Background: an optimization exercise with open tools, aiming at small area. Do not read the settings as production practice.
At most, simulation tests tie the RTL to the original design; equivalence was not proved.
Power is estimated from default activity; no workload was simulated.

Design uart_transmitter, start of the top module:
module uart_transmitter
(
	input [7:0] data_i,
	input data_write_i, clock_i, reset_n_i,
	input [5:0] data_buffer_full_thres_i,
	input [1:0] baudrate_select_i,
	output data_buffer_full_o,
	output uart_tx_o
);
wire empty;
wire fifo_read;
wire [7:0] data;
wire head_at_tap;
wire tx_baud;
fifo_buffer FIFO
(
	.clock(clock_i),
	.reset_n(reset_n_i),
	.full_thres(data_buffer_full_thres_i),
	.write_enable(data_write_i),
	.read_enable(fifo_read),
	.data_in(data_i),
	.tap_data(data),
	.head_at_tap(head_at_tap),
	.full(data_buffer_full_o),
	.empty(empty)
);
tx_baud_gen TX_BAUD_GEN
(
	.clock(clock_i),
	.reset_n(reset_n_i),
	.baudrate_select(baudrate_select_i),
	.tx_baud(tx_baud)
);
uart_tx UART_TX
(
	.clock(clock_i),
	.reset_n(reset_n_i),
	.tx_start(~empty),
	.tx_baud(tx_baud),
	.data_in(data),
	.data_valid(head_at_tap),
	.tx_done(fifo_read),
	.tx(uart_tx_o)
);
endmodule
Size: ~700 cells after synthesis, ~300 flip-flops.
==> module fifo_buffer, before the edit <==
module fifo_buffer
(
	input clock, reset_n,
	input write_enable, read_enable,
	input [7:0] data_in,
	input [5:0] full_thres,
	output [7:0] tap_data,
	output head_at_tap,
	output empty, full
);
reg [5:0] fifo_cnt;
reg [4:0] wpos;
reg [7:0] data_d;
reg staged;
wire wr = write_enable & ~full;
wire rd = read_enable & ~empty;
assign full  = fifo_cnt == full_thres;
assign empty = fifo_cnt == 0;
wire [4:0] wpos_e = empty ? 5'd0 : wpos;
wire ins = wpos_e[0] ? staged : wr;
wire [7:0] bus = wpos_e[0] ? data_d : data_in;
wire may_clear = ins | (~wpos_e[0] & ~fifo_cnt[5]);
always @(posedge clock) begin
	if (reset_n == 0)
		fifo_cnt <= 0;
	else if (wr & ~rd)
		fifo_cnt <= fifo_cnt + 1;
	else if (rd & ~wr)
		fifo_cnt <= fifo_cnt - 1;
	wpos <= wpos_e + 5'd1 + {4'd0, wr};
	data_d <= data_in;
	staged <= wr & wpos_e[0];
end
wire [15:0] keep_n, load_n;
genvar j;
generate
	for (j = 0; j < 16; j = j + 1) begin : g_sel
		wire here = wpos_e[4:1] == j;
		assign keep_n[j] = here & may_clear;
		assign load_n[j] = ~(here & ins);
	end
endgenerate
fifo_ring RING
(
	.clock(clock),
	.keep_n(keep_n),
	.load_n(load_n),
	.bus(bus),
	.tap(tap_data)
);
assign head_at_tap = wpos == fifo_cnt[4:0] + 5'd1;
endmodule
==> module fifo_ring, before the edit <==
module fifo_ring
(
	input clock,
	input [15:0] keep_n, load_n,
	input [7:0] bus,
	output [7:0] tap
);
reg [255:0] ring;
genvar i;
generate
	for (i = 0; i < 32; i = i + 1) begin : g_ring
		if (i % 2 == 0) begin : g_even
			wire [7:0] din = ((i / 2) % 2) ? bus : ~bus;
			always @(posedge clock)
				ring[8*i +: 8] <= ~(({8{load_n[i/2]}} | din) & ({8{keep_n[i/2]}} | ring[8*((i+31)%32) +: 8]));
		end else begin : g_odd
			always @(posedge clock)
				ring[8*i +: 8] <= ring[8*(i-1) +: 8];
		end
	end
endgenerate
assign tap = ring[7:0];
endmodule
==> module uart_tx, before the edit <==
module uart_tx
(
	input clock, reset_n,
	input tx_start, tx_baud,
	input [7:0] data_in,
	input data_valid,
	output tx_done,
	output tx
);
localparam STATE_IDLE  = 2'b00;
localparam STATE_START = 2'b01;
localparam STATE_DATA  = 2'b10;
localparam STATE_STOP  = 2'b11;
reg [1:0] state;
reg [8:0] sh;
reg par;
wire in_data = state == STATE_DATA;
wire last = sh[8:1] == 0;
always @(posedge clock) begin
	if (reset_n == 0)
		state <= STATE_IDLE;
	else if (tx_baud)
		case (state)
			STATE_IDLE:  if (tx_start) state <= STATE_START;
			STATE_START: state <= STATE_DATA;
			STATE_DATA:  if (last) state <= STATE_STOP;
			STATE_STOP:  state <= STATE_IDLE;
		endcase
end
always @(posedge clock) begin
	if (~in_data) begin
		if (data_valid)
			sh <= {1'b1, data_in};
	end else if (tx_baud)
		sh <= {1'b0, sh[8:1]};
	if (~in_data)
		par <= 1'b0;
	else if (tx_baud)
		par <= par ^ sh[0];
end
assign tx = (state == STATE_START) ? 1'b0 :
            in_data ? (last ? par : sh[0]) : 1'b1;
assign tx_done = (state == STATE_STOP) & tx_baud;
endmodule
==> module uart_transmitter, before the edit <==
module uart_transmitter
(
	input [7:0] data_i,
	input data_write_i, clock_i, reset_n_i,
	input [5:0] data_buffer_full_thres_i,
	input [1:0] baudrate_select_i,
	output data_buffer_full_o,
	output uart_tx_o
);
wire empty;
wire fifo_read;
wire [7:0] data;
wire head_at_tap;
wire tx_baud;
fifo_buffer FIFO
(
	.clock(clock_i),
	.reset_n(reset_n_i),
	.full_thres(data_buffer_full_thres_i),
	.write_enable(data_write_i),
	.read_enable(fifo_read),
	.data_in(data_i),
	.tap_data(data),
	.head_at_tap(head_at_tap),
	.full(data_buffer_full_o),
	.empty(empty)
);
tx_baud_gen TX_BAUD_GEN
(
	.clock(clock_i),
	.reset_n(reset_n_i),
	.baudrate_select(baudrate_select_i),
	.tx_baud(tx_baud)
);
uart_tx UART_TX
(
	.clock(clock_i),
	.reset_n(reset_n_i),
	.tx_start(~empty),
	.tx_baud(tx_baud),
	.data_in(data),
	.data_valid(head_at_tap),
	.tx_done(fifo_read),
	.tx(uart_tx_o)
);
endmodule
==> flow/config.mk <==
export PLATFORM = sky130hd
export DESIGN_NAME = uart_transmitter
export DESIGN_NICKNAME = uart_transmitter
export VERILOG_FILES = /design/flow/design.v
export SDC_FILE = /design/flow/constraint.sdc
export NUM_CORES = 4
export LEC_CHECK = 0
export CAP_MARGIN = 20
export CORE_MARGIN = 2
export CORE_UTILIZATION = 65
export PLACE_DENSITY = 0.75
export SLEW_MARGIN = 20
export SYNTH_HIERARCHICAL = 1
export SYNTH_MINIMUM_KEEP_SIZE = 600
==> flow/constraint.sdc <==
create_clock -name core_clock -period 10.0 [get_ports {clock_i}]
set_input_delay 2.0000 -clock core_clock [delete_from_list [all_inputs] [get_ports {clock_i}]]
set_output_delay 2.0000 -clock core_clock [all_outputs]
set_load 0.01 [all_outputs]
standard.sh (not shown) runs the stock make flow with config.mk's settings and CLKGATE_MAP_FILE= SYNTH_SCRIPT=/design/flow/synth_recipe.tcl, a recipe that flattens the netlist after the stock synthesis.
==> flow/flow/run.sh <==
#!/bin/bash
# The standard layout (standard.sh, with the standard synthesis) with three changes:
# port buffers are buf_1 cells; before repair_design, each cell that drives at
# most 8 pins gets its smallest drive strength (flow/downsize.tcl); and
# clock-tree synthesis uses clusters of up to 20 sinks on clkbuf_8 leaves
# without dummy loads.
set -euo pipefail
here=$(pwd)
export BUFFER_PORTS_ARGS="-buffer_cell sky130_fd_sc_hd__buf_1"
export PRE_RESIZE_TCL="$here/flow/downsize.tcl"
export CTS_ARGS="-sink_clustering_enable -repair_clock_nets -dont_use_dummy_load -buf_list sky130_fd_sc_hd__clkbuf_8 -sink_clustering_size 20 -sink_clustering_max_diameter 70"
bash standard.sh > "$here/standard.log" 2>&1
==> flow/flow/downsize.tcl <==
# Run before repair_design (PRE_RESIZE_TCL): a cell whose output drives at
# most 8 input pins gets the smallest-area variant of its own function (same
# cell name, other drive strength). repair_design, which follows, sizes up
# or buffers wherever slew or capacitance still needs it.
set db [ord::get_db]
set dont_use $::env(DONT_USE_CELLS)
set n 0
set saved 0.0
foreach inst [[ord::get_db_block] getInsts] {
  set m [$inst getMaster]
  if {[$m getType] ne "CORE" || [$m isSequential]} { continue }
  set name [$m getName]
  if {![regexp {^(sky130_fd_sc_hd__[a-z0-9]+)_([0-9]+)$} $name -> base size]} { continue }
  set fanout -1
  foreach it [$inst getITerms] {
    if {[$it isOutputSignal] && [$it getNet] ne "NULL"} {
      set fanout [expr {[llength [[$it getNet] getITerms]] + [llength [[$it getNet] getBTerms]] - 1}]
    }
  }
  if {$fanout < 1 || $fanout > 8} { continue }
  set best $m
  set area [expr {[$m getWidth] * [$m getHeight]}]
  set best_area $area
  foreach s {0 1 2 3 4 6 8 12 16} {
    set c [$db findMaster ${base}_$s]
    if {$c eq "NULL"} { continue }
    if {[lsearch -exact $dont_use [$c getName]] >= 0} { continue }
    set a [expr {[$c getWidth] * [$c getHeight]}]
    if {$a < $best_area} { set best $c; set best_area $a }
  }
  if {$best ne $m} {
    if {[catch {replace_cell [sta::find_instance [$inst getName]] [$best getName]} err]} {
      puts "downsize: could not resize [$inst getName]: $err"
    } else {
      incr n
      set saved [expr {$saved + ($area - $best_area) / 1e6}]
    }
  }
}
puts [format "downsize: %d cells resized, %.1f um2 saved" $n $saved]
The starting point completed with no timing, DRC or antenna violations.
Next try:
--- a/flow/design.v
+++ b/flow/design.v
@@ -4,7 +4,8 @@
 	input write_enable, read_enable,
 	input [7:0] data_in,
 	input [5:0] full_thres,
-	output [7:0] tap_data,
+	input sh_load, sh_shift, sh_hold,
+	output [8:0] sh,
 	output head_at_tap,
 	output empty, full
 );
@@ -16,15 +17,16 @@
 wire rd = read_enable & ~empty;
 assign full  = fifo_cnt == full_thres;
 assign empty = fifo_cnt == 0;
-wire [4:0] wpos_e = empty ? 5'd0 : wpos;
+wire [4:0] wpos_e = empty ? 5'd30 : wpos;
 wire ins = wpos_e[0] ? staged : wr;
 wire [7:0] bus = wpos_e[0] ? data_d : data_in;
 wire may_clear = ins | (~wpos_e[0] & ~fifo_cnt[5]);
+wire [5:0] cnt_inc = fifo_cnt + 6'd1;
 always @(posedge clock) begin
 	if (reset_n == 0)
 		fifo_cnt <= 0;
 	else if (wr & ~rd)
-		fifo_cnt <= fifo_cnt + 1;
+		fifo_cnt <= cnt_inc;
 	else if (rd & ~wr)
 		fifo_cnt <= fifo_cnt - 1;
 	wpos <= wpos_e + 5'd1 + {4'd0, wr};
@@ -40,22 +42,26 @@
 		assign load_n[j] = ~(here & ins);
 	end
 endgenerate
-fifo_ring RING
+fifo_store STORE
 (
 	.clock(clock),
 	.keep_n(keep_n),
 	.load_n(load_n),
 	.bus(bus),
-	.tap(tap_data)
+	.sh_load(sh_load),
+	.sh_shift(sh_shift),
+	.sh_hold(sh_hold),
+	.sh(sh)
 );
-assign head_at_tap = wpos == fifo_cnt[4:0] + 5'd1;
+assign head_at_tap = wpos == fifo_cnt[4:0];
 endmodule
-module fifo_ring
+module fifo_store
 (
 	input clock,
 	input [15:0] keep_n, load_n,
 	input [7:0] bus,
-	output [7:0] tap
+	input sh_load, sh_shift, sh_hold,
+	output reg [8:0] sh
 );
 reg [255:0] ring;
 genvar i;
@@ -71,7 +77,10 @@
 		end
 	end
 endgenerate
-assign tap = ring[7:0];
+wire [8:0] new_n = {1'b0, ring[255:248]};
+wire [8:0] above_n = {1'b1, ~sh[8:1]};
+always @(posedge clock)
+	sh <= ~(({9{sh_load}} & new_n) | ({9{sh_shift}} & above_n) | ({9{sh_hold}} & ~sh));
 endmodule
 module tx_baud_gen
 (
@@ -95,8 +104,9 @@
 (
 	input clock, reset_n,
 	input tx_start, tx_baud,
-	input [7:0] data_in,
 	input data_valid,
+	input [8:0] sh,
+	output sh_load, sh_shift, sh_hold,
 	output tx_done,
 	output tx
 );
@@ -105,7 +115,6 @@
 localparam STATE_DATA  = 2'b10;
 localparam STATE_STOP  = 2'b11;
 reg [1:0] state;
-reg [8:0] sh;
 reg par;
 wire in_data = state == STATE_DATA;
 wire last = sh[8:1] == 0;
@@ -120,12 +129,10 @@
 			STATE_STOP:  state <= STATE_IDLE;
 		endcase
 end
+assign sh_load  = ~in_data & data_valid;
+assign sh_shift = in_data & tx_baud;
+assign sh_hold  = ~(sh_load | sh_shift);
 always @(posedge clock) begin
-	if (~in_data) begin
-		if (data_valid)
-			sh <= {1'b1, data_in};
-	end else if (tx_baud)
-		sh <= {1'b0, sh[8:1]};
 	if (~in_data)
 		par <= 1'b0;
 	else if (tx_baud)
@@ -146,9 +153,10 @@
 );
 wire empty;
 wire fifo_read;
-wire [7:0] data;
 wire head_at_tap;
 wire tx_baud;
+wire sh_load, sh_shift, sh_hold;
+wire [8:0] sh;
 fifo_buffer FIFO
 (
 	.clock(clock_i),
@@ -157,7 +165,10 @@
 	.write_enable(data_write_i),
 	.read_enable(fifo_read),
 	.data_in(data_i),
-	.tap_data(data),
+	.sh_load(sh_load),
+	.sh_shift(sh_shift),
+	.sh_hold(sh_hold),
+	.sh(sh),
 	.head_at_tap(head_at_tap),
 	.full(data_buffer_full_o),
 	.empty(empty)
@@ -175,8 +186,11 @@
 	.reset_n(reset_n_i),
 	.tx_start(~empty),
 	.tx_baud(tx_baud),
-	.data_in(data),
 	.data_valid(head_at_tap),
+	.sh(sh),
+	.sh_load(sh_load),
+	.sh_shift(sh_shift),
+	.sh_hold(sh_hold),
 	.tx_done(fifo_read),
 	.tx(uart_tx_o)
 );
What happened: The changed run ran to the end with no violations. Core utilization is higher by 5.4 points. Wire length is lower slightly. Total power is higher slightly. Flip-flop and latch count does not change. Sequential power stays flat. Clock-buffer cell count does not change. Cell area is about the same. Critical path depth is higher by 1. Global-route usage is higher by 1.0 points. Setup slack is worse by 0.67 ns.
For the second run of this note, only the layout was checked, not whether the RTL still works.

afterwards: timing with drivers on the ports:
The flow's constraints put no driver on any port. The routed layouts listed below were extracted and timed again, unchanged, in two steps.
Step 1 sets driving cells, clkbuf_16 on the clock port and buf_2 on the other inputs (assumed; they add their load-dependent delay and slew).
Step 2 times the ports against the registers' clock, not the clock port: input delays grow and output delays shrink by t, the midpoint of the rising clock arrivals with the driver on.
a / b / c = no drivers / after step 1 / after step 2; a / b = the first two.
run	t (ns)	slack for setup (ns)	worst setup path at the end	latest minus earliest clock arrival (ns)	worst data-port slew with drivers (ns)
the first run	0.538	5.288 / 5.268 / 5.013	input to register	0.035 / 0.035	0.04
the second run	0.536	4.618 / 4.593 / 4.593	input to output	0.021 / 0.021	0.03
After both steps setup and hold are still met in every run listed. For the first run, which loses most, drivers alone change the setup slack by -0.020 ns; drivers and shift together by -0.275 ns.
